This is an optimization exercise on Yosys and OpenROAD, whose aim is small area and a short achievable clock period, not a production implementation. At most, simulation tests tie the RTL to the original design; equivalence was not proved. The RTL of runs 1 and 2 was laid out without a check of its function. Power figures rest on the tool's default switching activity, not on a simulated workload.

File: flow/flow/run.sh
#!/bin/bash
# The standard layout (the standard.sh: standard synthesis, then ORFS to
# finish) with two changes:
# - the port buffers are sky130_fd_sc_hd__buf_1 cells in place of the delay
#   buffers buffer_ports picks by default;
# - before floorplanning, flow/downsize.tcl sets the combinational cells that
#   synthesis sized up back to drive strength 1 (repair sizes up again).
set -euo pipefail
here=$(pwd)
bash standard.sh synth > synth_flow.log 2>&1
bash standard.sh BUFFER_PORTS_ARGS="-buffer_cell sky130_fd_sc_hd__buf_1" \
    PRE_FLOORPLAN_TCL="$here/flow/downsize.tcl" finish > layout_flow.log 2>&1
File: flow/flow/downsize.tcl
# Before floorplanning: put every combinational cell that synthesis sized up
# back to its drive-strength-1 variant of the same function. The resizer's
# repair steps later size up again what slew, capacitance or timing need.
set db [ord::get_db]
set block [ord::get_db_block]
set n 0
foreach inst [$block getInsts] {
  set name [[$inst getMaster] getName]
  if { [regexp {^(sky130_fd_sc_hd__[a-z0-9]+)_([0-9]+)$} $name -> base drv] && $drv > 1 } {
    if { [string match "*__df*" $base] || [string match "*__sdf*" $base] || [string match "*__edf*" $base] } {
      continue
    }
    set master [$db findMaster ${base}_1]
    if { $master != "NULL" } {
      $inst swapMaster $master
      incr n
    }
  }
}
puts "downsize.tcl: $n instances set to drive strength 1"
File: flow/standard.sh
#!/bin/bash
# synth_recipe.tcl (not shown) runs the flow's synth.tcl, then flattens the netlist and writes it again
# the make line also repeats each setting of config.mk as NAME=value (left out here)
make -C /OpenROAD-flow-scripts/flow DESIGN_CONFIG=/design/flow/config.mk WORK_HOME=/design/flow/orfs CLKGATE_MAP_FILE= SYNTH_SCRIPT=/design/flow/synth_recipe.tcl "${@:-finish}"
File: flow/config.mk
export PLATFORM = sky130hd
export DESIGN_NAME = compute_array
export DESIGN_NICKNAME = compute_array
export VERILOG_FILES = /design/flow/design.v
export SDC_FILE = /design/flow/constraint.sdc
export NUM_CORES = 4
export LEC_CHECK = 0
export CAP_MARGIN = 0
export CORE_MARGIN = 2
export CORE_UTILIZATION = 40
export CTS_BUF_LIST = sky130_fd_sc_hd__clkbuf_8
export SETUP_SLACK_MARGIN = 3.9
export SLEW_MARGIN = 0
export SYNTH_HIERARCHICAL = 1
export SYNTH_MINIMUM_KEEP_SIZE = 0
File: flow/constraint.sdc
create_clock -name core_clock -period 16.0 [get_ports {clk}]
set_input_delay 3.2000 -clock core_clock [delete_from_list [all_inputs] [get_ports {clk}]]
set_output_delay 3.2000 -clock core_clock [all_outputs]
set_load 0.01 [all_outputs]
File: flow/design.v
module mux2 (
input in0, in1,
input s,
output out
);
assign out = s ? in1 : in0;
endmodule
module cellMux2i (input a0, a1, s, output y);
assign y = ~(s ? a1 : a0);
endmodule
module cellNor2 (input a, b, output y);
assign y = ~(a | b);
endmodule
module cellO22ai (input a1, a2, b1, b2, output y);
assign y = ~((a1 | a2) & (b1 | b2));
endmodule
module cellA22oi (input a1, a2, b1, b2, output y);
assign y = ~((a1 & a2) | (b1 & b2));
endmodule
module cellXnor2 (input a, b, output y);
assign y = ~(a ^ b);
endmodule
module cellXor2 (input a, b, output y);
assign y = a ^ b;
endmodule
module cellAnd2 (input a, b, output y);
assign y = a & b;
endmodule
module resultBit (
input x, yn, prod_n,
input t_x_n, t_xy_n, t_y_n, t_nx_n,
output f
);
wire p1, p0, gn;
cellO21ai o1(yn, t_xy_n, t_x_n, p1);      
cellO21ai o0(yn, t_y_n, t_nx_n, p0);      
cellMux2i m(p0, p1, x, gn);
cellNand2 n(prod_n, gn, f);
endmodule
module cellO21ai (input a1, a2, b1, output y);
assign y = ~((a1 | a2) & b1);
endmodule
module cellA21oi (input a1, a2, b1, output y);
assign y = ~((a1 & a2) | b1);
endmodule
module cellNand2 (input a, b, output y);
assign y = ~(a & b);
endmodule
module adder (
input [15:0] a, b,
output [15:0] out
);
assign out = a+b;
endmodule
module fullAdder (input a, b, c, output s, co);
assign s = a ^ b ^ c;
assign co = (a & b) | (a & c) | (b & c);
endmodule
module halfAdder (input a, b, output s, co);
assign s = a ^ b;
assign co = a & b;
endmodule
module prefixAdder (
input [15:0] a, b,
output [15:0] sn
);
wire g97;
wire t98;
wire g99;
wire t100;
wire g101;
wire t102;
wire g103;
wire t104;
wire g105;
wire t106;
wire g107;
wire t108;
wire g109;
wire t110;
wire g111;
wire t112;
wire g113;
wire t114;
wire g115;
wire t116;
wire g117;
wire t118;
wire g119;
wire t120;
wire g121;
wire t122;
wire g123;
wire t124;
wire g125;
wire t126;
wire t128;
wire G129;
wire G131;
wire P132;
wire G133;
wire P134;
wire G135;
wire P136;
wire G137;
wire P138;
wire G139;
wire P140;
wire G141;
wire P142;
wire i145;
wire G146;
wire G149;
wire i151;
wire G152;
wire i153;
wire P154;
wire G155;
wire P156;
wire i157;
wire G158;
wire i159;
wire P160;
wire G161;
wire P162;
wire i163;
wire G164;
wire i165;
wire P166;
wire G169;
wire i171;
wire G172;
wire G175;
wire G177;
wire G179;
wire P180;
wire i181;
wire G182;
wire i183;
wire P184;
wire G185;
wire P186;
wire i189;
wire G190;
wire G191;
wire G192;
wire G193;
wire G194;
wire G195;
wire G196;
cellXnor2 h0(a[0], b[0], t98);
cellNand2 k0(a[0], b[0], g97);
cellXnor2 h1(a[1], b[1], t100);
cellNand2 k1(a[1], b[1], g99);
cellXnor2 h2(a[2], b[2], t102);
cellNand2 k2(a[2], b[2], g101);
cellXnor2 h3(a[3], b[3], t104);
cellNand2 k3(a[3], b[3], g103);
cellXnor2 h4(a[4], b[4], t106);
cellNand2 k4(a[4], b[4], g105);
cellXnor2 h5(a[5], b[5], t108);
cellNand2 k5(a[5], b[5], g107);
cellXnor2 h6(a[6], b[6], t110);
cellNand2 k6(a[6], b[6], g109);
cellXnor2 h7(a[7], b[7], t112);
cellNand2 k7(a[7], b[7], g111);
cellXnor2 h8(a[8], b[8], t114);
cellNand2 k8(a[8], b[8], g113);
cellXnor2 h9(a[9], b[9], t116);
cellNand2 k9(a[9], b[9], g115);
cellXnor2 h10(a[10], b[10], t118);
cellNand2 k10(a[10], b[10], g117);
cellXnor2 h11(a[11], b[11], t120);
cellNand2 k11(a[11], b[11], g119);
cellXnor2 h12(a[12], b[12], t122);
cellNand2 k12(a[12], b[12], g121);
cellXnor2 h13(a[13], b[13], t124);
cellNand2 k13(a[13], b[13], g123);
cellXnor2 h14(a[14], b[14], t126);
cellNand2 k14(a[14], b[14], g125);
cellXnor2 h15(a[15], b[15], t128);
cellO21ai nG129(t100, g97, g99, G129);
cellO21ai nG131(t104, g101, g103, G131);
cellNor2 mP132(t104, t102, P132);
cellO21ai nG133(t108, g105, g107, G133);
cellNor2 mP134(t108, t106, P134);
cellO21ai nG135(t112, g109, g111, G135);
cellNor2 mP136(t112, t110, P136);
cellO21ai nG137(t116, g113, g115, G137);
cellNor2 mP138(t116, t114, P138);
cellO21ai nG139(t120, g117, g119, G139);
cellNor2 mP140(t120, t118, P140);
cellO21ai nG141(t124, g121, g123, G141);
cellNor2 mP142(t124, t122, P142);
assign i145 = ~G129;
cellO21ai nG146(t102, i145, g101, G146);
cellA21oi nG149(P132, G129, G131, G149);
assign i151 = ~G133;
cellO21ai nG152(t110, i151, g109, G152);
assign i153 = ~P134;
cellNor2 mP154(t110, i153, P154);
cellA21oi nG155(P136, G133, G135, G155);
cellNand2 mP156(P136, P134, P156);
assign i157 = ~G137;
cellO21ai nG158(t118, i157, g117, G158);
assign i159 = ~P138;
cellNor2 mP160(t118, i159, P160);
cellA21oi nG161(P140, G137, G139, G161);
cellNand2 mP162(P140, P138, P162);
assign i163 = ~G141;
cellO21ai nG164(t126, i163, g125, G164);
assign i165 = ~P142;
cellNor2 mP166(t126, i165, P166);
cellO21ai nG169(t106, G149, g105, G169);
assign i171 = ~G149;
cellA21oi nG172(P134, i171, G133, G172);
cellA21oi nG175(P154, i171, G152, G175);
cellO21ai nG177(P156, G149, G155, G177);
cellO21ai nG179(t122, G161, g121, G179);
cellNor2 mP180(t122, P162, P180);
assign i181 = ~G161;
cellA21oi nG182(P142, i181, G141, G182);
assign i183 = ~P162;
cellNand2 mP184(P142, i183, P184);
cellA21oi nG185(P166, i181, G164, G185);
cellNand2 mP186(P166, i183, P186);
assign i189 = ~G177;
cellO21ai nG190(t114, i189, g113, G190);
cellA21oi nG191(P138, G177, G137, G191);
cellA21oi nG192(P160, G177, G158, G192);
cellO21ai nG193(P162, i189, G161, G193);
cellA21oi nG194(P180, G177, G179, G194);
cellO21ai nG195(P184, i189, G182, G195);
cellO21ai nG196(P186, i189, G185, G196);
assign sn[0] = t98;
assign sn[1] = ~(t100 ^ g97);
assign sn[2] = t102 ^ G129;
assign sn[3] = t104 ^ G146;
assign sn[4] = ~(t106 ^ G149);
assign sn[5] = t108 ^ G169;
assign sn[6] = ~(t110 ^ G172);
assign sn[7] = ~(t112 ^ G175);
assign sn[8] = t114 ^ G177;
assign sn[9] = t116 ^ G190;
assign sn[10] = ~(t118 ^ G191);
assign sn[11] = ~(t120 ^ G192);
assign sn[12] = t122 ^ G193;
assign sn[13] = ~(t124 ^ G194);
assign sn[14] = t126 ^ G195;
assign sn[15] = t128 ^ G196;
endmodule
module lessThan(
input minMode,
input [15:0] a, b,
output [15:0] out
);
reg [15:0] compareOut;
wire signed [15:0] signed_a, signed_b;
assign signed_a = a;
assign signed_b = b;
assign out = minMode ? compareOut : {15'b0, a < b};
always@* begin
    if(signed_a < signed_b) begin
        compareOut <= a;
    end else begin
        compareOut <= b;
    end
end
endmodule
module compare16 (
input [15:0] x, yn,
input s,
output lt, eq
);
wire g1;
wire l2;
wire g3;
wire l4;
wire g5;
wire l6;
wire g7;
wire l8;
wire g9;
wire l10;
wire g11;
wire l12;
wire g13;
wire l14;
wire g15;
wire l16;
wire g17;
wire l18;
wire g19;
wire l20;
wire g21;
wire l22;
wire g23;
wire l24;
wire g25;
wire l26;
wire g27;
wire l28;
wire g29;
wire l30;
wire g31;
wire l32;
wire g33;
wire l34;
wire g35;
wire l36;
wire g37;
wire l38;
wire g39;
wire l40;
wire g41;
wire l42;
wire g43;
wire l44;
wire g45;
wire l46;
wire g47;
wire l48;
wire g49;
wire l50;
wire g51;
wire l52;
wire g53;
wire l54;
wire g55;
wire l56;
wire g57;
wire l58;
wire g59;
wire l60;
wire g61;
wire l62;
cellNand2 a0(x[0], yn[0], g1);
cellNor2 b0(x[0], yn[0], l2);
cellNand2 a1(x[1], yn[1], g3);
cellNor2 b1(x[1], yn[1], l4);
cellNand2 a2(x[2], yn[2], g5);
cellNor2 b2(x[2], yn[2], l6);
cellNand2 a3(x[3], yn[3], g7);
cellNor2 b3(x[3], yn[3], l8);
cellNand2 a4(x[4], yn[4], g9);
cellNor2 b4(x[4], yn[4], l10);
cellNand2 a5(x[5], yn[5], g11);
cellNor2 b5(x[5], yn[5], l12);
cellNand2 a6(x[6], yn[6], g13);
cellNor2 b6(x[6], yn[6], l14);
cellNand2 a7(x[7], yn[7], g15);
cellNor2 b7(x[7], yn[7], l16);
cellNand2 a8(x[8], yn[8], g17);
cellNor2 b8(x[8], yn[8], l18);
cellNand2 a9(x[9], yn[9], g19);
cellNor2 b9(x[9], yn[9], l20);
cellNand2 a10(x[10], yn[10], g21);
cellNor2 b10(x[10], yn[10], l22);
cellNand2 a11(x[11], yn[11], g23);
cellNor2 b11(x[11], yn[11], l24);
cellNand2 a12(x[12], yn[12], g25);
cellNor2 b12(x[12], yn[12], l26);
cellNand2 a13(x[13], yn[13], g27);
cellNor2 b13(x[13], yn[13], l28);
cellNand2 a14(x[14], yn[14], g29);
cellNor2 b14(x[14], yn[14], l30);
assign g31 = ~(s ? (~x[15] & ~yn[15]) : (x[15] & yn[15]));
assign l32 = s ? (x[15] & yn[15]) : (~x[15] & ~yn[15]);
cellO21ai og33(l4, g1, g3, g33);
cellA21oi al34(g3, l2, l4, l34);
cellO21ai og35(l8, g5, g7, g35);
cellA21oi al36(g7, l6, l8, l36);
cellO21ai og37(l12, g9, g11, g37);
cellA21oi al38(g11, l10, l12, l38);
cellO21ai og39(l16, g13, g15, g39);
cellA21oi al40(g15, l14, l16, l40);
cellO21ai og41(l20, g17, g19, g41);
cellA21oi al42(g19, l18, l20, l42);
cellO21ai og43(l24, g21, g23, g43);
cellA21oi al44(g23, l22, l24, l44);
cellO21ai og45(l28, g25, g27, g45);
cellA21oi al46(g27, l26, l28, l46);
cellO21ai og47(l32, g29, g31, g47);
cellA21oi al48(g31, l30, l32, l48);
cellA21oi ag49(l36, g33, g35, g49);
cellO21ai ol50(g35, l34, l36, l50);
cellA21oi ag51(l40, g37, g39, g51);
cellO21ai ol52(g39, l38, l40, l52);
cellA21oi ag53(l44, g41, g43, g53);
cellO21ai ol54(g43, l42, l44, l54);
cellA21oi ag55(l48, g45, g47, g55);
cellO21ai ol56(g47, l46, l48, l56);
cellO21ai og57(l52, g49, g51, g57);
cellA21oi al58(g51, l50, l52, l58);
cellO21ai og59(l56, g53, g55, g59);
cellA21oi al60(g55, l54, l56, l60);
cellA21oi ag61(l60, g57, g59, g61);
cellO21ai ol62(g59, l58, l60, l62);
assign lt = l62;
assign eq = g61 & ~l62;
endmodule
module computationTile (
input clk, clear,
input [3:0] opcode,
input cache_ok, mac_last,
input zeroed,
input [15:0] input0, input1_wire,
output [15:0] cellOut
);
reg [15:0] R;
wire [15:0] x = input0;
wire mac = opcode == 4'd15;
wire read = opcode == 4'd8;
wire arith = opcode[1:0] == 2'd3;           
wire isadd = opcode[2:0] == 3'd3;           
wire flagop = ~opcode[3] & (opcode[2:0] == 3'd4 | opcode[2:0] == 3'd5)
            | opcode[2:0] == 3'd6;           
wire eqop = opcode[2:0] == 3'd6;
wire minop = opcode == 4'd12;
wire maxop = opcode == 4'd13;
wire cy = cache_ok & ~clear & ~mac;
wire readr = read & ~zeroed;
wire [15:0] yn;
genvar i;
generate
    for (i = 0; i < 16; i = i + 1) begin: opnd
        cellMux2i ym(input1_wire[i], R[i], cy, yn[i]);
    end
endgenerate
wire rowsel = arith & ~isadd;
wire [16:0] xe = {x, 1'b0};
wire [7:0] one, two, neg, on, tn, ng;
genvar k;
generate
    for (k = 0; k < 8; k = k + 1) begin: benc
        assign one[k] = xe[2*k+1] ^ xe[2*k];
        assign two[k] = (xe[2*k+2] & ~xe[2*k+1] & ~xe[2*k])
                      | (~xe[2*k+2] & xe[2*k+1] & xe[2*k]);
        assign neg[k] = xe[2*k+2];
        if (k == 0) begin: d0
            assign on[k] = ~(arith & (isadd | one[k]));
        end else begin: dk
            assign on[k] = ~(rowsel & one[k]);
        end
        assign tn[k] = ~(rowsel & two[k]);
        assign ng[k] = rowsel & neg[k];
    end
endgenerate
wire r7b1 = (~on[7] & (~yn[1] ^ (ng[7] & ~yn[0]))) | (~tn[7] & ~yn[0]);
wire macm = mac & mac_last;
wire [15:0] z = ({16{isadd}} & x) | ({16{macm | readr}} & R);
wire q1;
wire p3;
wire q5;
wire p7;
wire q9;
wire p11;
wire q13;
wire p15;
wire q17;
wire p19;
wire q21;
wire p23;
wire q25;
wire p27;
wire q29;
wire p31;
wire q33;
wire p35;
wire q37;
wire p39;
wire q41;
wire p43;
wire q45;
wire p47;
wire q49;
wire p51;
wire q53;
wire p55;
wire q57;
wire p59;
wire q61;
wire p63;
wire q65;
wire p67;
wire q69;
wire p71;
wire q73;
wire p75;
wire q77;
wire p79;
wire q81;
wire p83;
wire q85;
wire p87;
wire q89;
wire p91;
wire q93;
wire p95;
wire q97;
wire p99;
wire q101;
wire p103;
wire q105;
wire p107;
wire q109;
wire p111;
wire q113;
wire p115;
wire q117;
wire p119;
wire q121;
wire p123;
wire q125;
wire p127;
wire q129;
wire p131;
wire q133;
wire p135;
wire q137;
wire p139;
wire q141;
wire p143;
wire q145;
wire p147;
wire q149;
wire p151;
wire q153;
wire p155;
wire q157;
wire p159;
wire q161;
wire p163;
wire q165;
wire p167;
wire q169;
wire p171;
wire q173;
wire p175;
wire q177;
wire p179;
wire q181;
wire p183;
wire q185;
wire p187;
wire q189;
wire p191;
wire q193;
wire p195;
wire q197;
wire p199;
wire q201;
wire p203;
wire q205;
wire p207;
wire q209;
wire p211;
wire q213;
wire p215;
wire q217;
wire p219;
wire q221;
wire p223;
wire q225;
wire p227;
wire q229;
wire p231;
wire q233;
wire p235;
wire q237;
wire p239;
wire q241;
wire p243;
wire q245;
wire p247;
wire q249;
wire p251;
wire q253;
wire p255;
wire q257;
wire p259;
wire q261;
wire p263;
wire q265;
wire p267;
wire q269;
wire p271;
wire q273;
wire p275;
wire q277;
wire p279;
wire p281;
wire s283;
wire c284;
wire s286;
wire c287;
wire s289;
wire c290;
wire s292;
wire c293;
wire s295;
wire c296;
wire s298;
wire c299;
wire s301;
wire c302;
wire s304;
wire c305;
wire s307;
wire c308;
wire s310;
wire c311;
wire s313;
wire c314;
wire s316;
wire c317;
wire s319;
wire c320;
wire s322;
wire c323;
wire s325;
wire c326;
wire s328;
wire c329;
wire s331;
wire c332;
wire s334;
wire c335;
wire s337;
wire c338;
wire s340;
wire c341;
wire s343;
wire c344;
wire s346;
wire c347;
wire s349;
wire c350;
wire s352;
wire c353;
wire s355;
wire c356;
wire s358;
wire c359;
wire s361;
wire c362;
wire s364;
wire c365;
wire s367;
wire c368;
wire s370;
wire c371;
wire s373;
wire c374;
wire s376;
wire c377;
wire s379;
wire c380;
wire s382;
wire c383;
wire s385;
wire c386;
wire s388;
wire c389;
wire s391;
wire c392;
wire s394;
wire c395;
wire s397;
wire c398;
wire s400;
wire c401;
wire s403;
wire c404;
wire s406;
wire c407;
wire s409;
wire c410;
wire s412;
wire c413;
wire s415;
wire c416;
wire s418;
wire c419;
wire s421;
wire c422;
wire s424;
wire c425;
wire s427;
wire c428;
wire s430;
wire c431;
wire s433;
wire c434;
wire s436;
wire c437;
wire s439;
wire c440;
wire s442;
wire c443;
wire s445;
wire c446;
wire s448;
wire c449;
wire s451;
wire c452;
wire s454;
wire c455;
wire s457;
wire c458;
wire s460;
wire c461;
wire s463;
wire c464;
wire s466;
wire c467;
wire s469;
wire c470;
wire s472;
wire c473;
wire s475;
wire c476;
wire s478;
wire c479;
wire s481;
wire c482;
wire s484;
wire c485;
wire s487;
wire c488;
wire s490;
wire c491;
cellNor2 u2(yn[0], on[0], q1);
cellXor2 u4(q1, ng[0], p3);
cellO22ai u6(yn[1], on[0], yn[0], tn[0], q5);
cellXor2 u8(q5, ng[0], p7);
cellO22ai u10(yn[2], on[0], yn[1], tn[0], q9);
cellXor2 u12(q9, ng[0], p11);
cellO22ai u14(yn[3], on[0], yn[2], tn[0], q13);
cellXor2 u16(q13, ng[0], p15);
cellO22ai u18(yn[4], on[0], yn[3], tn[0], q17);
cellXor2 u20(q17, ng[0], p19);
cellO22ai u22(yn[5], on[0], yn[4], tn[0], q21);
cellXor2 u24(q21, ng[0], p23);
cellO22ai u26(yn[6], on[0], yn[5], tn[0], q25);
cellXor2 u28(q25, ng[0], p27);
cellO22ai u30(yn[7], on[0], yn[6], tn[0], q29);
cellXor2 u32(q29, ng[0], p31);
cellO22ai u34(yn[8], on[0], yn[7], tn[0], q33);
cellXor2 u36(q33, ng[0], p35);
cellO22ai u38(yn[9], on[0], yn[8], tn[0], q37);
cellXor2 u40(q37, ng[0], p39);
cellO22ai u42(yn[10], on[0], yn[9], tn[0], q41);
cellXor2 u44(q41, ng[0], p43);
cellO22ai u46(yn[11], on[0], yn[10], tn[0], q45);
cellXor2 u48(q45, ng[0], p47);
cellO22ai u50(yn[12], on[0], yn[11], tn[0], q49);
cellXor2 u52(q49, ng[0], p51);
cellO22ai u54(yn[13], on[0], yn[12], tn[0], q53);
cellXor2 u56(q53, ng[0], p55);
cellO22ai u58(yn[14], on[0], yn[13], tn[0], q57);
cellXor2 u60(q57, ng[0], p59);
cellO22ai u62(yn[15], on[0], yn[14], tn[0], q61);
cellXor2 u64(q61, ng[0], p63);
cellNor2 u66(yn[0], on[1], q65);
cellXor2 u68(q65, ng[1], p67);
cellO22ai u70(yn[1], on[1], yn[0], tn[1], q69);
cellXor2 u72(q69, ng[1], p71);
cellO22ai u74(yn[2], on[1], yn[1], tn[1], q73);
cellXor2 u76(q73, ng[1], p75);
cellO22ai u78(yn[3], on[1], yn[2], tn[1], q77);
cellXor2 u80(q77, ng[1], p79);
cellO22ai u82(yn[4], on[1], yn[3], tn[1], q81);
cellXor2 u84(q81, ng[1], p83);
cellO22ai u86(yn[5], on[1], yn[4], tn[1], q85);
cellXor2 u88(q85, ng[1], p87);
cellO22ai u90(yn[6], on[1], yn[5], tn[1], q89);
cellXor2 u92(q89, ng[1], p91);
cellO22ai u94(yn[7], on[1], yn[6], tn[1], q93);
cellXor2 u96(q93, ng[1], p95);
cellO22ai u98(yn[8], on[1], yn[7], tn[1], q97);
cellXor2 u100(q97, ng[1], p99);
cellO22ai u102(yn[9], on[1], yn[8], tn[1], q101);
cellXor2 u104(q101, ng[1], p103);
cellO22ai u106(yn[10], on[1], yn[9], tn[1], q105);
cellXor2 u108(q105, ng[1], p107);
cellO22ai u110(yn[11], on[1], yn[10], tn[1], q109);
cellXor2 u112(q109, ng[1], p111);
cellO22ai u114(yn[12], on[1], yn[11], tn[1], q113);
cellXor2 u116(q113, ng[1], p115);
cellO22ai u118(yn[13], on[1], yn[12], tn[1], q117);
cellXor2 u120(q117, ng[1], p119);
cellNor2 u122(yn[0], on[2], q121);
cellXor2 u124(q121, ng[2], p123);
cellO22ai u126(yn[1], on[2], yn[0], tn[2], q125);
cellXor2 u128(q125, ng[2], p127);
cellO22ai u130(yn[2], on[2], yn[1], tn[2], q129);
cellXor2 u132(q129, ng[2], p131);
cellO22ai u134(yn[3], on[2], yn[2], tn[2], q133);
cellXor2 u136(q133, ng[2], p135);
cellO22ai u138(yn[4], on[2], yn[3], tn[2], q137);
cellXor2 u140(q137, ng[2], p139);
cellO22ai u142(yn[5], on[2], yn[4], tn[2], q141);
cellXor2 u144(q141, ng[2], p143);
cellO22ai u146(yn[6], on[2], yn[5], tn[2], q145);
cellXor2 u148(q145, ng[2], p147);
cellO22ai u150(yn[7], on[2], yn[6], tn[2], q149);
cellXor2 u152(q149, ng[2], p151);
cellO22ai u154(yn[8], on[2], yn[7], tn[2], q153);
cellXor2 u156(q153, ng[2], p155);
cellO22ai u158(yn[9], on[2], yn[8], tn[2], q157);
cellXor2 u160(q157, ng[2], p159);
cellO22ai u162(yn[10], on[2], yn[9], tn[2], q161);
cellXor2 u164(q161, ng[2], p163);
cellO22ai u166(yn[11], on[2], yn[10], tn[2], q165);
cellXor2 u168(q165, ng[2], p167);
cellNor2 u170(yn[0], on[3], q169);
cellXor2 u172(q169, ng[3], p171);
cellO22ai u174(yn[1], on[3], yn[0], tn[3], q173);
cellXor2 u176(q173, ng[3], p175);
cellO22ai u178(yn[2], on[3], yn[1], tn[3], q177);
cellXor2 u180(q177, ng[3], p179);
cellO22ai u182(yn[3], on[3], yn[2], tn[3], q181);
cellXor2 u184(q181, ng[3], p183);
cellO22ai u186(yn[4], on[3], yn[3], tn[3], q185);
cellXor2 u188(q185, ng[3], p187);
cellO22ai u190(yn[5], on[3], yn[4], tn[3], q189);
cellXor2 u192(q189, ng[3], p191);
cellO22ai u194(yn[6], on[3], yn[5], tn[3], q193);
cellXor2 u196(q193, ng[3], p195);
cellO22ai u198(yn[7], on[3], yn[6], tn[3], q197);
cellXor2 u200(q197, ng[3], p199);
cellO22ai u202(yn[8], on[3], yn[7], tn[3], q201);
cellXor2 u204(q201, ng[3], p203);
cellO22ai u206(yn[9], on[3], yn[8], tn[3], q205);
cellXor2 u208(q205, ng[3], p207);
cellNor2 u210(yn[0], on[4], q209);
cellXor2 u212(q209, ng[4], p211);
cellO22ai u214(yn[1], on[4], yn[0], tn[4], q213);
cellXor2 u216(q213, ng[4], p215);
cellO22ai u218(yn[2], on[4], yn[1], tn[4], q217);
cellXor2 u220(q217, ng[4], p219);
cellO22ai u222(yn[3], on[4], yn[2], tn[4], q221);
cellXor2 u224(q221, ng[4], p223);
cellO22ai u226(yn[4], on[4], yn[3], tn[4], q225);
cellXor2 u228(q225, ng[4], p227);
cellO22ai u230(yn[5], on[4], yn[4], tn[4], q229);
cellXor2 u232(q229, ng[4], p231);
cellO22ai u234(yn[6], on[4], yn[5], tn[4], q233);
cellXor2 u236(q233, ng[4], p235);
cellO22ai u238(yn[7], on[4], yn[6], tn[4], q237);
cellXor2 u240(q237, ng[4], p239);
cellNor2 u242(yn[0], on[5], q241);
cellXor2 u244(q241, ng[5], p243);
cellO22ai u246(yn[1], on[5], yn[0], tn[5], q245);
cellXor2 u248(q245, ng[5], p247);
cellO22ai u250(yn[2], on[5], yn[1], tn[5], q249);
cellXor2 u252(q249, ng[5], p251);
cellO22ai u254(yn[3], on[5], yn[2], tn[5], q253);
cellXor2 u256(q253, ng[5], p255);
cellO22ai u258(yn[4], on[5], yn[3], tn[5], q257);
cellXor2 u260(q257, ng[5], p259);
cellO22ai u262(yn[5], on[5], yn[4], tn[5], q261);
cellXor2 u264(q261, ng[5], p263);
cellNor2 u266(yn[0], on[6], q265);
cellXor2 u268(q265, ng[6], p267);
cellO22ai u270(yn[1], on[6], yn[0], tn[6], q269);
cellXor2 u272(q269, ng[6], p271);
cellO22ai u274(yn[2], on[6], yn[1], tn[6], q273);
cellXor2 u276(q273, ng[6], p275);
cellO22ai u278(yn[3], on[6], yn[2], tn[6], q277);
cellXor2 u280(q277, ng[6], p279);
cellNor2 u282(yn[0], on[7], p281);
halfAdder u285(ng[4], z[8], s283, c284);
halfAdder u288(z[9], p39, s286, c287);
fullAdder u291(ng[5], z[10], p43, s289, c290);
halfAdder u294(p99, p147, s292, c293);
fullAdder u297(z[11], p47, p103, s295, c296);
halfAdder u300(p151, p191, s298, c299);
fullAdder u303(ng[6], z[12], p51, s301, c302);
fullAdder u306(p107, p155, p195, s304, c305);
halfAdder u309(p227, p251, s307, c308);
fullAdder u312(z[13], p55, p111, s310, c311);
fullAdder u315(p159, p199, p231, s313, c314);
halfAdder u318(p255, p271, s316, c317);
fullAdder u321(z[14], p59, p115, s319, c320);
fullAdder u324(p163, p203, p235, s322, c323);
fullAdder u327(p259, p275, p281, s325, c326);
fullAdder u330(z[15], p63, p119, s328, c329);
fullAdder u333(p167, p207, p239, s331, c332);
fullAdder u336(p263, p279, r7b1, s334, c335);
halfAdder u339(ng[2], z[4], s337, c338);
halfAdder u342(z[5], p23, s340, c341);
fullAdder u345(ng[3], z[6], p27, s343, c344);
halfAdder u348(p83, p131, s346, c347);
fullAdder u351(z[7], p31, p87, s349, c350);
halfAdder u354(p135, p175, s352, c353);
fullAdder u357(p35, p91, p139, s355, c356);
fullAdder u360(p179, p211, s283, s358, c359);
fullAdder u363(p95, p143, p183, s361, c362);
fullAdder u366(p215, s286, c284, s364, c365);
fullAdder u369(p187, p219, p243, s367, c368);
fullAdder u372(s289, s292, c287, s370, c371);
fullAdder u375(p223, p247, s295, s373, c374);
fullAdder u378(s298, c290, c293, s376, c377);
fullAdder u381(p267, s301, s304, s379, c380);
fullAdder u384(s307, c296, c299, s382, c383);
fullAdder u387(s310, s313, s316, s385, c386);
fullAdder u390(c302, c305, c308, s388, c389);
fullAdder u393(s319, s322, s325, s391, c392);
fullAdder u396(c311, c314, c317, s394, c395);
fullAdder u399(s328, s331, s334, s397, c398);
fullAdder u402(c320, c323, c326, s400, c401);
halfAdder u405(ng[1], z[2], s403, c404);
halfAdder u408(z[3], p15, s406, c407);
fullAdder u411(p19, p75, p123, s409, c410);
fullAdder u414(p79, p127, s340, s412, c413);
fullAdder u417(p171, s343, s346, s415, c416);
fullAdder u420(s349, s352, c344, s418, c419);
fullAdder u423(s355, s358, c350, s421, c422);
fullAdder u426(s361, s364, c356, s424, c425);
fullAdder u429(s367, s370, c362, s427, c428);
fullAdder u432(s373, s376, c368, s430, c431);
fullAdder u435(s379, s382, c374, s433, c434);
fullAdder u438(s385, s388, c380, s436, c437);
fullAdder u441(s391, s394, c386, s439, c440);
fullAdder u444(s397, s400, c392, s442, c443);
halfAdder u447(ng[0], z[0], s445, c446);
halfAdder u450(z[1], p7, s448, c449);
fullAdder u453(p11, p67, s403, s451, c452);
fullAdder u456(p71, s406, c404, s454, c455);
fullAdder u459(s337, s409, c407, s457, c458);
fullAdder u462(c338, s412, c410, s460, c461);
fullAdder u465(c341, s415, c413, s463, c464);
fullAdder u468(c347, s418, c416, s466, c467);
fullAdder u471(c353, s421, c419, s469, c470);
fullAdder u474(c359, s424, c422, s472, c473);
fullAdder u477(c365, s427, c425, s475, c476);
fullAdder u480(c371, s430, c428, s478, c479);
fullAdder u483(c377, s433, c431, s481, c482);
fullAdder u486(c383, s436, c434, s484, c485);
fullAdder u489(c389, s439, c437, s487, c488);
fullAdder u492(c395, s442, c440, s490, c491);
wire [15:0] prod_n;
prefixAdder cpa({s490, s487, s484, s481, s478, s475, s472, s469, s466, s463, s460, s457, s454, s451, s448, p3}, {c488, c485, c482, c479, c476, c473, c470, c467, c464, c461, c458, c455, c452, c449, c446, s445}, prod_n);
wire lt, eq;
compare16 cmp(x, yn, opcode[3], lt, eq);
wire t_and = opcode[2:0] == 3'd1;
wire t_x = opcode[2:0] == 3'd2 | (minop & lt) | (maxop & ~lt);
wire t_y = opcode[2:0] == 3'd2 | (minop & ~lt) | (maxop & lt);
wire t_xy = t_and | t_y;
wire t_nx = opcode == 4'd0;
wire bit0 = flagop & (eqop ? eq : lt);
wire [15:0] pn = {prod_n[15:1], prod_n[0] & ~bit0};
wire [15:0] f;
generate
    for (i = 0; i < 16; i = i + 1) begin: res
        resultBit rb(x[i], yn[i], pn[i], ~t_x, ~t_xy, ~t_y, ~t_nx, f[i]);
    end
endgenerate
assign cellOut = f;
always @(posedge clk)
    R <= f;
endmodule
module compute_array (
    input clk, clear,
    input [3:0] tile_opcode,
    input [63:0] value_a, value_b,
    output [63:0] wire_out
);
    parameter WORD_BITS = 16;
    parameter TILES = 4;
    reg cache_ok, mac_last, zeroed;
    always @(posedge clk) begin
        cache_ok <= ~clear & (tile_opcode != 4'd8);
        mac_last <= ~clear & (tile_opcode == 4'd15);
        zeroed <= clear;
    end
    generate
        genvar i;
        for(i = 0; i < TILES; i = i + 1) begin: ctl
            computationTile tile_i(clk, clear, tile_opcode, cache_ok, mac_last, zeroed,
                value_a[WORD_BITS*(i+1)-1:WORD_BITS*i],
                value_b[WORD_BITS*(i+1)-1:WORD_BITS*i],
                wire_out[WORD_BITS*(i+1)-1:WORD_BITS*i]
            );
        end
    endgenerate
endmodule
==> results.cfg, run 1 <==
[route]
wl_per_cell_um = 20.7
drc = 0
first_iter_violations = 1489
wl_um = 66800
first_pass_iters = 6
ant_nets = 0
vias = 19286
vias_per_cell = 5.97

[layout]
diodes = 0
nets = 3035
final_cell_mix = xor2_1 (343), nand2_1 (290), o21ai_1 (258)
layout_commonest_cell = xor2_1
drive_gt1_frac = 0.0834
fillers = 4574

[global_route]
grt_max_degree = 39
gr-usage-all-layers = 0.272
antenna_found_initial = 2
grt_pass1_vias = 18777
grt-ovfl-total = 0
grt_pass1_wl_um = 103000

[clock_tree]
path_clk_slew_ns = 0.10
worstSkewPairLatency_ns = 0.46
cts_tree = done
cts_buffers = 9
clkSinkCount = 67
cts_root_buf = clkbuf_8
cts.path.max_buffers = 2
htree_levels = 3

[place]
globalplace.congestion = 0.909
port_buffers = 197
dp_hpwl_um = 48200

[sta]
slew_viol_final = 0
fin_crit_sh = 0.744
rsz0062_at_grt = yes
fin_crit_ns = 11.90
slew_headroom = 0.104
hold_viol = 0
tns_ns = 0
finalSetupViolCount = 0
timing.fmax_mhz = 84.0
tightestPinTransition_ns = 1.34
skew_ns = 0.0227

[setup_path]
path_class = in2out
max_stage_delay_ns = 0.63
crit_path_frequent_cell = fa_1
crit_slowest_cell = fa_1
startpoint_type = input pin
crit_chain = clkbuf_4 > buf_6 > a311oi_4 > buf_4 > buf_12 > mux2i_1 > buf_4 > o22ai_1 > xor2_1 > fa_1 > fa_1 > fa_1 > fa_1 > xnor2_1 > nor2_1 > inv_1 > nor2_1 > nand2_1 > o21ai_2 > xor2_2 > nand2_1 > buf_1
required_ns = 12.80
cp_max_fo = 35
cp-end-kind = output port
cp.arrival_ns = 8.70

[yosys]
yosysWarnings = 8
synthCells = 2323
syn-num-nets = 2737

[floorplan]
ios = 198
coreArea_um2 = 46500
initial_core_util = 0.404
die_w_um = 221
rows = 79
die_area_um2 = 48600
die_h_um = 221

[run]
cap_violations = 0

[outcome]
status = finished clean

[power_and_ir_drop]
p_leak_nw = 10.8
peakVddDrop_v = 0.0000590
total_power_w = 0.00199
p_per_area_nw_per_um2 = 90.6

[min_path]
hold_path.class = reg2reg
[flip-flops by register name, indices dropped and copies added (netlist names)]
signal        flops
zeroed            1
cache_ok          1
mac_last          1
ctl.tile_i.R     64
[worst max-delay path, delay by kind of cell]
family                     cells  cell delay, ns
xor gates and xnor gates       3            0.65
muxes                          1            0.19
buffers and inverters          7            1.32
and+or+nand+nor                4            0.55
AOI/OAI and AO/OA              3            0.60
adders and majority gates      4            2.12
[routing by layer]
metal | up-vias | track usage | routed length, um
li1 | 8901 | - | -
met1 | 9397 | 0.368 | 28300
met2 | 830 | 0.441 | 31300
met3 | 154 | 0.0390 | 5050
met4 | 4 | 0.102 | 2080
met5 | - | 0 | 26
[report_power, final]
part           switching (W)  internal, W  total (W)  leakage, nW
Sequential         0.0000554     0.000243   0.000299        0.565
Clock               0.000106     0.000105   0.000211        0.120
Combinational       0.000905     0.000574    0.00148         10.1
Total                0.00107     0.000922    0.00199         10.8
[final timing paths]
check | cells after the start | slack, ns | end | startpoint
max | 22 | 4.10 | wire_out[31] | tile_opcode[2]
min | 4 | 0.81 | ctl[2].tile_i.R[11]$_DFF_P_ | ctl[2].tile_i.R[11]$_DFF_P_
max reg2reg | 20 | 10.57 | ctl[1].tile_i.R[15]$_DFF_P_ | cache_ok$_DFF_P_
min reg2reg | 4 | 0.81 | ctl[2].tile_i.R[11]$_DFF_P_ | ctl[2].tile_i.R[11]$_DFF_P_
[area by class of cell]
class                   count  area, um^2  area share
well taps                 607         759      0.0346
inverters                  60         225      0.0103
clock inverters             7         124     0.00564
clock buffers               9         124     0.00564
flip-flops and latches     67        1340      0.0611
repair buffers            319        1740      0.0791
multi-input cells        2164       17600       0.804
[repair_timing]
action	in CTS	in global routing
gates cloned	0	1
hold buffers	0	0
setup buffers	24	33
gates resized for setup	66	53
endpoints found under the setup margin	41	38
pin swaps	3	5
[per-stage QoR]
step / hold WS, ns / util / setup slack (ns) / instance area (um^2) / cells
global route: 0.839 / 0.472 / 3.87 / 21900 / 3233
detailed placement: 0.864 / 0.446 / 2.71 / 20700 / 3159
finish: 0.807 / 0.472 / 4.10 / 21900 / 3233
floorplan: 0.793 / - / 4.16 / 18800 / 2323
CTS: 0.813 / 0.461 / 3.85 / 21400 / 3199
global placement: 0.849 / 0.446 / 2.88 / 20700 / 3159
==> inputs of run 2 (changes only) <==
--- a/flow/config.mk
+++ b/flow/config.mk
@@ -9,7 +9,7 @@
 export CORE_MARGIN = 2
 export CORE_UTILIZATION = 40
 export CTS_BUF_LIST = sky130_fd_sc_hd__clkbuf_8
-export SETUP_SLACK_MARGIN = 3.9
+export SETUP_SLACK_MARGIN = 3.7
 export SLEW_MARGIN = 0
 export SYNTH_HIERARCHICAL = 1
 export SYNTH_MINIMUM_KEEP_SIZE = 0
==> results.cfg, run 2 <==
[power_and_ir_drop]
power.share.clock = 0.099
p_per_area_nw_per_um2 = 89.3
peakVddDrop_v = 0.0000681
p_leak_nw = 10.6
switchingPower_w = 0.00104
total_power_w = 0.00193
swShare = 0.539
p_int_w = 0.000890
seqPwrFrac = 0.154
power.share.combinational = 0.748

[global_route]
global_route.peak_usage_layer = met2
grt_pass1_wl_um = 104000
grt_max_degree = 43
grt_use_met1 = 0.372
grt-ovfl-total = 0
grt_use_met2 = 0.446
gr-usage-all-layers = 0.275
antenna_found_initial = 3
grtUsageMet3 = 0.0455
grt_pass1_vias = 18932

[clock_tree]
htree_levels = 3
cts_buffers = 9
worstSkewPairLatency_ns = 0.44
cts_root_buf = clkbuf_8
cts.path.max_buffers = 2
clkSinkCount = 67
cts_tree = done
path_clk_slew_ns = 0.09

[setup_path]
required_ns = 12.80
cp-end-kind = output port
cp_max_fo = 15
crit_path_frequent_cell = fa_1
r2r_slack_ns = 10.46
cp.arrival_ns = 8.90
r2r_cells = 19
crit_slowest_cell = fa_1
r2r-start = cache_ok$_DFF_P_
path_class = in2out
startpoint_type = input pin
crit_chain = buf_2 > buf_4 > and2_2 > a311oi_4 > clkbuf_16 > mux2i_1 > buf_4 > o22ai_1 > xor2_1 > fa_1 > fa_1 > fa_1 > fa_1 > xnor2_1 > nor2_1 > inv_1 > nor2_1 > nand2_1 > o21ai_2 > xor2_2 > nand2_1 > buf_1
path_buf_inv = 6
max_stage_delay_ns = 0.59
r2r_end = ctl[1].tile_i.R[15]$_DFF_P_
critPathTopFamily = adder cells

[yosys]
syn-num-nets = 2737
yosysWarnings = 8
synthCells = 2323

[min_path]
hp-start = ctl[2].tile_i.R[8]$_DFF_P_
hold_path.class = reg2reg
worstHoldEndpoint = ctl[2].tile_i.R[8]$_DFF_P_
min_path_cells = 4

[sta]
fin_crit_sh = 0.756
tightestPinTransition_ns = 1.05
fin_hold_ws_ns = 0.838
slew_viol_final = 0
finalSetupViolCount = 0
skew_ns = 0.0149
rsz0062_at_grt = yes
hold_viol = 0
fin_crit_ns = 12.10
timing.fmax_mhz = 82.7
slew_headroom = 0.299
tns_ns = 0

[outcome]
status = finished clean

[layout]
largest_register_ffs = 64
finish.utilization = 0.465
finalNonFillerCells = 3218
top_register = ctl.tile_i.R
final_cell_mix = xor2_1 (343), nand2_1 (291), o21ai_1 (261)
layout_commonest_cell = xor2_1
drive_gt1_frac = 0.0698
nets = 3018

[floorplan]
ios = 198
die_w_um = 221
coreArea_um2 = 46500
die_h_um = 221
initial_core_util = 0.404
die_area_um2 = 48600
rows = 79

[route]
drc = 0
wl_per_cell_um = 21.0
first_pass_iters = 6
vias = 19305
ant_nets = 0
vias_per_cell = 6.00
first_iter_violations = 1604
wl_um = 67500

[place]
dp_cells = 3163
port_buffers = 197
globalplace.congestion = 0.954
dp_hpwl_um = 49100

[run]
cap_violations = 0
run 2: layer usage:
layer / share of wire / vias to the layer above
met5: 0 / -
li1: - / 8864
met1: 0.43 / 9377
met2: 0.46 / 911
met3: 0.078 / 153
met4: 0.032 / 0
run 2: final cells by class:
class,count,area (um^2)
Antenna cell,2,5.00
Multi-Input combinational cell,2165,17500
Fill cell,4605,24800
Tap cell,607,759
Clock inverter,6,88.8
Inverter,60,225
Clock buffer,10,138
Sequential cell,67,1340
Timing Repair Buffer,301,1590
run 2: worst max path at each step:
stage | from | end | cells after the start
finish | tile_opcode[0] | wire_out[31] | 22
global route | tile_opcode[0] | wire_out[31] | 22
CTS | tile_opcode[1] | wire_out[14] | 20
detailed placement | tile_opcode[0] | wire_out[14] | 19
global placement | tile_opcode[0] | wire_out[14] | 19
floorplan | tile_opcode[1] | wire_out[14] | 19
run 2: worst register-to-register path: cells and delay by family (launching register included):
kind / cells / cell delay, ns
mux: 1 / 0.21
fa+ha+maj: 4 / 2.08
xor+xnor: 3 / 0.61
compound gates: 3 / 0.76
flops: 1 / 0.47
simple gates: 4 / 0.62
buf+inv: 4 / 0.67
run 2: power by group through the flow:
stage | clock (W) | sequential, W | combinational [W]
finish | 0.000191 | 0.000296 | 0.00144
global route | 0.000202 | 0.000304 | 0.00160
CTS | 0.000198 | 0.000291 | 0.00139
detailed placement | 0 | 0.000288 | 0.00137
global placement | 0 | 0.000288 | 0.00135
floorplan | 0 | 0.000273 | 0.000967
run 2: timing repair:
| action | CTS | global route |
|---|---|---|
| setup endpoints to repair | 35 | 36 |
| buffers inserted | 4 | 31 |
| pin swaps | 2 | 3 |
| hold buffers | 0 | 0 |
| gates cloned | 0 | 2 |
| resized for setup | 30 | 46 |
| hold endpoints to repair | 0 | 0 |
run 2: metrics by stage:
stage / setup slack (ns) / cell area [um^2]
3_5_place_dp: 2.85 / 20700
3_3_place_gp: 3.01 / 20700
5_1_grt: 3.62 / 21600
2_1_floorplan: 3.86 / 18800
4_1_cts: 3.70 / 21100
6_report: 3.90 / 21600
==> inputs of run 3 (changes only) <==
--- a/flow/design.v
+++ b/flow/design.v
@@ -418,8 +418,7 @@
 wire eqop = opcode[2:0] == 3'd6;
 wire minop = opcode == 4'd12;
 wire maxop = opcode == 4'd13;
-wire cy = cache_ok & ~clear & ~mac;
-wire readr = read & ~zeroed;
+wire cy = read | (cache_ok & ~clear & ~mac);
 wire [15:0] yn;
 genvar i;
 generate
@@ -448,7 +447,7 @@
 endgenerate
 wire r7b1 = (~on[7] & (~yn[1] ^ (ng[7] & ~yn[0]))) | (~tn[7] & ~yn[0]);
 wire macm = mac & mac_last;
-wire [15:0] z = ({16{isadd}} & x) | ({16{macm | readr}} & R);
+wire [15:0] z = ({16{isadd}} & x) | ({16{macm}} & R);
 wire q1;
 wire p3;
 wire q5;
@@ -947,7 +946,7 @@
 compare16 cmp(x, yn, opcode[3], lt, eq);
 wire t_and = opcode[2:0] == 3'd1;
 wire t_x = opcode[2:0] == 3'd2 | (minop & lt) | (maxop & ~lt);
-wire t_y = opcode[2:0] == 3'd2 | (minop & ~lt) | (maxop & lt);
+wire t_y = opcode[2:0] == 3'd2 | (minop & ~lt) | (maxop & lt) | (read & ~zeroed);
 wire t_xy = t_and | t_y;
 wire t_nx = opcode == 4'd0;
 wire bit0 = flagop & (eqop ? eq : lt);
==> flow/flow/run.sh (replaced) <==
#!/bin/bash
# The standard layout (the standard.sh: standard synthesis, then ORFS to
# finish), with the port buffers made as sky130_fd_sc_hd__buf_1 cells in place
# of the delay buffers buffer_ports picks by default.
set -euo pipefail
bash standard.sh synth > synth_flow.log 2>&1
bash standard.sh BUFFER_PORTS_ARGS="-buffer_cell sky130_fd_sc_hd__buf_1" finish > layout_flow.log 2>&1
--- a/flow/config.mk
+++ b/flow/config.mk
@@ -9,7 +9,7 @@
 export CORE_MARGIN = 2
 export CORE_UTILIZATION = 40
 export CTS_BUF_LIST = sky130_fd_sc_hd__clkbuf_8
-export SETUP_SLACK_MARGIN = 3.7
+export SETUP_SLACK_MARGIN = 3.9
 export SLEW_MARGIN = 0
 export SYNTH_HIERARCHICAL = 1
 export SYNTH_MINIMUM_KEEP_SIZE = 0
removed: flow/flow/downsize.tcl
==> results.cfg, run 3 <==
[global_route]
gr-usage-all-layers = 0.261
antenna_found_initial = 5
grt_pass1_wl_um = 104000
grt_pass1_vias = 18889
grt-ovfl-total = 0
grt_max_degree = 39

[layout]
nets = 3020
fillers = 4715
area_growth_pct = 14.6
top_register = ctl.tile_i.R
design_area_um2 = 22200
largest_register_ffs = 64
drive_gt1_frac = 0.113
regArea_um2 = 1340
final_cell_mix = xor2_1 (344), nand2_1 (291), o21ai_1 (256)
multi_input_area_um2 = 18000
layout_commonest_cell = xor2_1

[clock_tree]
clkSinkCount = 67
cts_buffers = 9
path_clk_slew_ns = 0.11
cts_root_buf = clkbuf_8
cts.path.max_buffers = 2
htree_levels = 3
cts_tree = done
worstSkewPairLatency_ns = 0.47

[yosys]
ys.flop_type = dfxtp_1
synthTopCellsByArea = fa_1 (23%), xor2_1 (16%), o22ai_1 (8.2%)
postSynthAreaPerCell_um2 = 8.34
synth_top_area_frac = 0.232
yosysMostFrequentCell = xor2_1
synth_largest_area_cell = fa_1
synthCells = 2319
syn-num-nets = 2733
async_reset_ff_frac = 0
synthDistinctLibCells = 42
seq_area_frac_synth = 0.0694
yosysWarnings = 8
synth-seq-cells = 67
synth_edf_count = 0
synth_area_um2 = 19300
synth_commonest_cells = xor2_1 (344), nand2_1 (292), o21ai_1 (260)

[route]
wl_met1_um = 28700
wl_per_cell_um = 20.5
ant_nets = 0
first_pass_iters = 8
wl_met3_um = 4470
wl_um = 66100
drc = 0
met2_length_um = 31200
vias_per_cell = 5.93
first_iter_violations = 1437
top_layer = met5
vias = 19142

[setup_path]
startpoint_type = input pin
required_ns = 12.80
cp.arrival_ns = 8.58
path_class = in2out
cp-end-kind = output port
cp_max_fo = 22

[power_and_ir_drop]
p_per_area_nw_per_um2 = 95.6
total_power_w = 0.00212
power.share.combinational = 0.754
switchingPower_w = 0.00115
power.share.clock = 0.103
peakVddDrop_v = 0.0000852
seqPwrFrac = 0.143
swShare = 0.541
p_leak_nw = 10.7
p_int_w = 0.000973

[place]
postPlaceCellArea_um2 = 21100
port_buffers = 197
globalplace.congestion = 0.901
dp_hpwl_um = 47800

[sta]
hold_viol = 0
finalSetupViolCount = 0
tightestPinTransition_ns = 1.14
slew_headroom = 0.239
fin_crit_sh = 0.736
skew_ns = 0.0239
tns_ns = 0
fin_crit_ns = 11.78
timing.fmax_mhz = 84.9
slew_viol_final = 0
rsz0062_at_grt = yes

[floorplan]
initial_core_util = 0.405
rows = 80
die_w_um = 224
coreArea_um2 = 47700
die_h_um = 224
ios = 198
die_area_um2 = 50100

[outcome]
status = finished clean

[min_path]
hold_path.class = reg2reg

[run]
cap_violations = 0
run 3: cell count changes in the layout (fill, tap and decap cells not counted), moves of 11 or more:
cell | previous run | this run
nor2_1 | 179 | 168
and2_1 | 4 | 28
and3_1 | 30 | 7
a21oi_2 | 2 | 100
a21oi_1 | 106 | 8
run 3: path summary, 6_finish.rpt:
check                                   start                     endpoint  slack, ns  depth (start not counted)
hold / removal    ctl[0].tile_i.R[13]$_DFF_P_  ctl[0].tile_i.R[13]$_DFF_P_       0.81                          4
hold reg to reg   ctl[0].tile_i.R[13]$_DFF_P_  ctl[0].tile_i.R[13]$_DFF_P_       0.81                          4
setup reg to reg             cache_ok$_DFF_P_  ctl[1].tile_i.R[14]$_DFF_P_      10.60                         19
setup / recovery               tile_opcode[3]                 wire_out[15]       4.22                         23
run 3: area by class of cell:
| type | count | share of cell area |
|---|---|---|
| multi-input combinational | 2166 | 0.810 |
| timing repair buffer | 302 | 0.0722 |
| sequential | 67 | 0.0605 |
| tap | 615 | 0.0347 |
| inverter | 60 | 0.0102 |
| clock buffer | 12 | 0.00746 |
| clock inverter | 4 | 0.00429 |
| antenna | 3 | 0.000339 |
run 3: power by group through the flow:
| stage | Clock, W | Sequential (W) | Combinational [W] |
|---|---|---|---|
| floorplan | 0 | 0.000274 | 0.00109 |
| global placement | 0 | 0.000289 | 0.00149 |
| detailed placement | 0 | 0.000291 | 0.00151 |
| CTS | 0.000230 | 0.000300 | 0.00157 |
| global route | 0.000232 | 0.000310 | 0.00176 |
| finish | 0.000219 | 0.000303 | 0.00160 |
run 3: worst max-delay path: stages:
cell	delay, ns
buf_4	0.21
buf_8	0.21
nor2b_1	0.19
a22oi_1	0.12
o21ai_4	0.23
buf_6	0.23
mux2i_1	0.22
buf_4	0.22
o22ai_1	0.11
xor2_1	0.21
fa_1	0.58
fa_1	0.46
fa_1	0.60
fa_1	0.46
xnor2_1	0.20
nor2_1	0.23
inv_1	0.07
nor2_1	0.18
nand2_1	0.07
o21ai_1	0.17
xor2_1	0.16
nand2_1	0.08
buf_1	0.13
run 3: cells by family after synthesis:
| family | share of synthesized area |
|---|---|
| XOR/XNOR | 0.197 |
| AND/OR/NAND/NOR | 0.128 |
| flip-flops | 0.0694 |
| buffers and inverters | 0.0233 |
| adder cells (fa/ha/maj) | 0.270 |
| multiplexers | 0.0663 |
| AO/OA/AOI/OAI | 0.245 |
run 3: what timing repair did:
action | 4_1_cts | 5_1_grt
gates resized for setup | 58 | 30
hold buffers | 0 | 0
setup endpoints to repair | 32 | 20
gates cloned | 0 | 2
pin swaps | 2 | 2
setup buffers | 24 | 20
run 3: per-module statistics from Yosys (local to each module, per instance), excerpt:
| module | cells | flops+latches | area, um^2 |
|---|---|---|---|
| computationTile | 120 | 16 | 972 |
| cellMux2i | 1 | 0 | 10.0 |
| cellNand2 | 1 | 0 | 3.75 |
| prefixAdder | 27 | 0 | 180 |
| cellXnor2 | 1 | 0 | 8.76 |
| cellO22ai | 1 | 0 | 6.26 |
| compute_array | 7 | 3 | 88.8 |
| fullAdder | 1 | 0 | 20.0 |
| halfAdder | 1 | 0 | 12.5 |
| compare16 | 7 | 0 | 40.0 |
| cellA21oi | 1 | 0 | 8.76 |
| cellO21ai | 1 | 0 | 5.00 |
| cellNor2 | 1 | 0 | 3.75 |
| cellXor2 | 1 | 0 | 8.76 |
run 3: metrics by stage:
stage               instances  utilization  setup slack (ns)  hold slack (ns)
finish                   3229        0.464              4.22            0.806
global route             3228        0.464              3.87            0.842
CTS                      3204        0.458              3.92            0.810
detailed placement       3164        0.442              2.89            0.868
global placement         3164        0.442              3.08            0.849
floorplan                2319            -              4.03            0.793
run 3: per-layer routing:
| layer | vias to the layer above | global-route usage |
|---|---|---|
| met2 | 775 | 0.431 |
| met3 | 118 | 0.0458 |
| met1 | 9377 | 0.350 |
| li1 | 8868 | - |
| met5 | - | 0 |
| met4 | 4 | 0.0789 |

## what the ideal ports hide
The results above use ideal ports. As a check the final layouts listed here were re-extracted and re-timed, cells and wires unchanged.
Step 1: set_driving_cell puts a clkbuf_16 on clk and a buf_2 on each other input, an assumption about the parent block.
Step 2 adds t to the input delays and takes it off the output delays; t is the mean of the earliest and latest rising clock arrival at the registers after step 1. Input paths then give back, and output paths get back, about the clock's delay inside the block.
Slacks: no drivers / after step 1 / after step 2; pairs: no drivers / after step 1.
| run | shift t [ns] | slack for setup (ns) | worst setup path after step 2 |
|---|---|---|---|
| run 1 | 0.498 | 4.102 / 4.080 / 4.080 | input to output |
| run 2 | 0.484 | 3.904 / 3.885 / 3.885 | input to output |
| run 3 | 0.508 | 4.222 / 4.178 / 4.178 | input to output |
After both steps setup and hold are still met in every run listed. For run 3, which loses most, drivers alone change the setup slack by -0.044 ns; drivers and shift together by -0.044 ns.
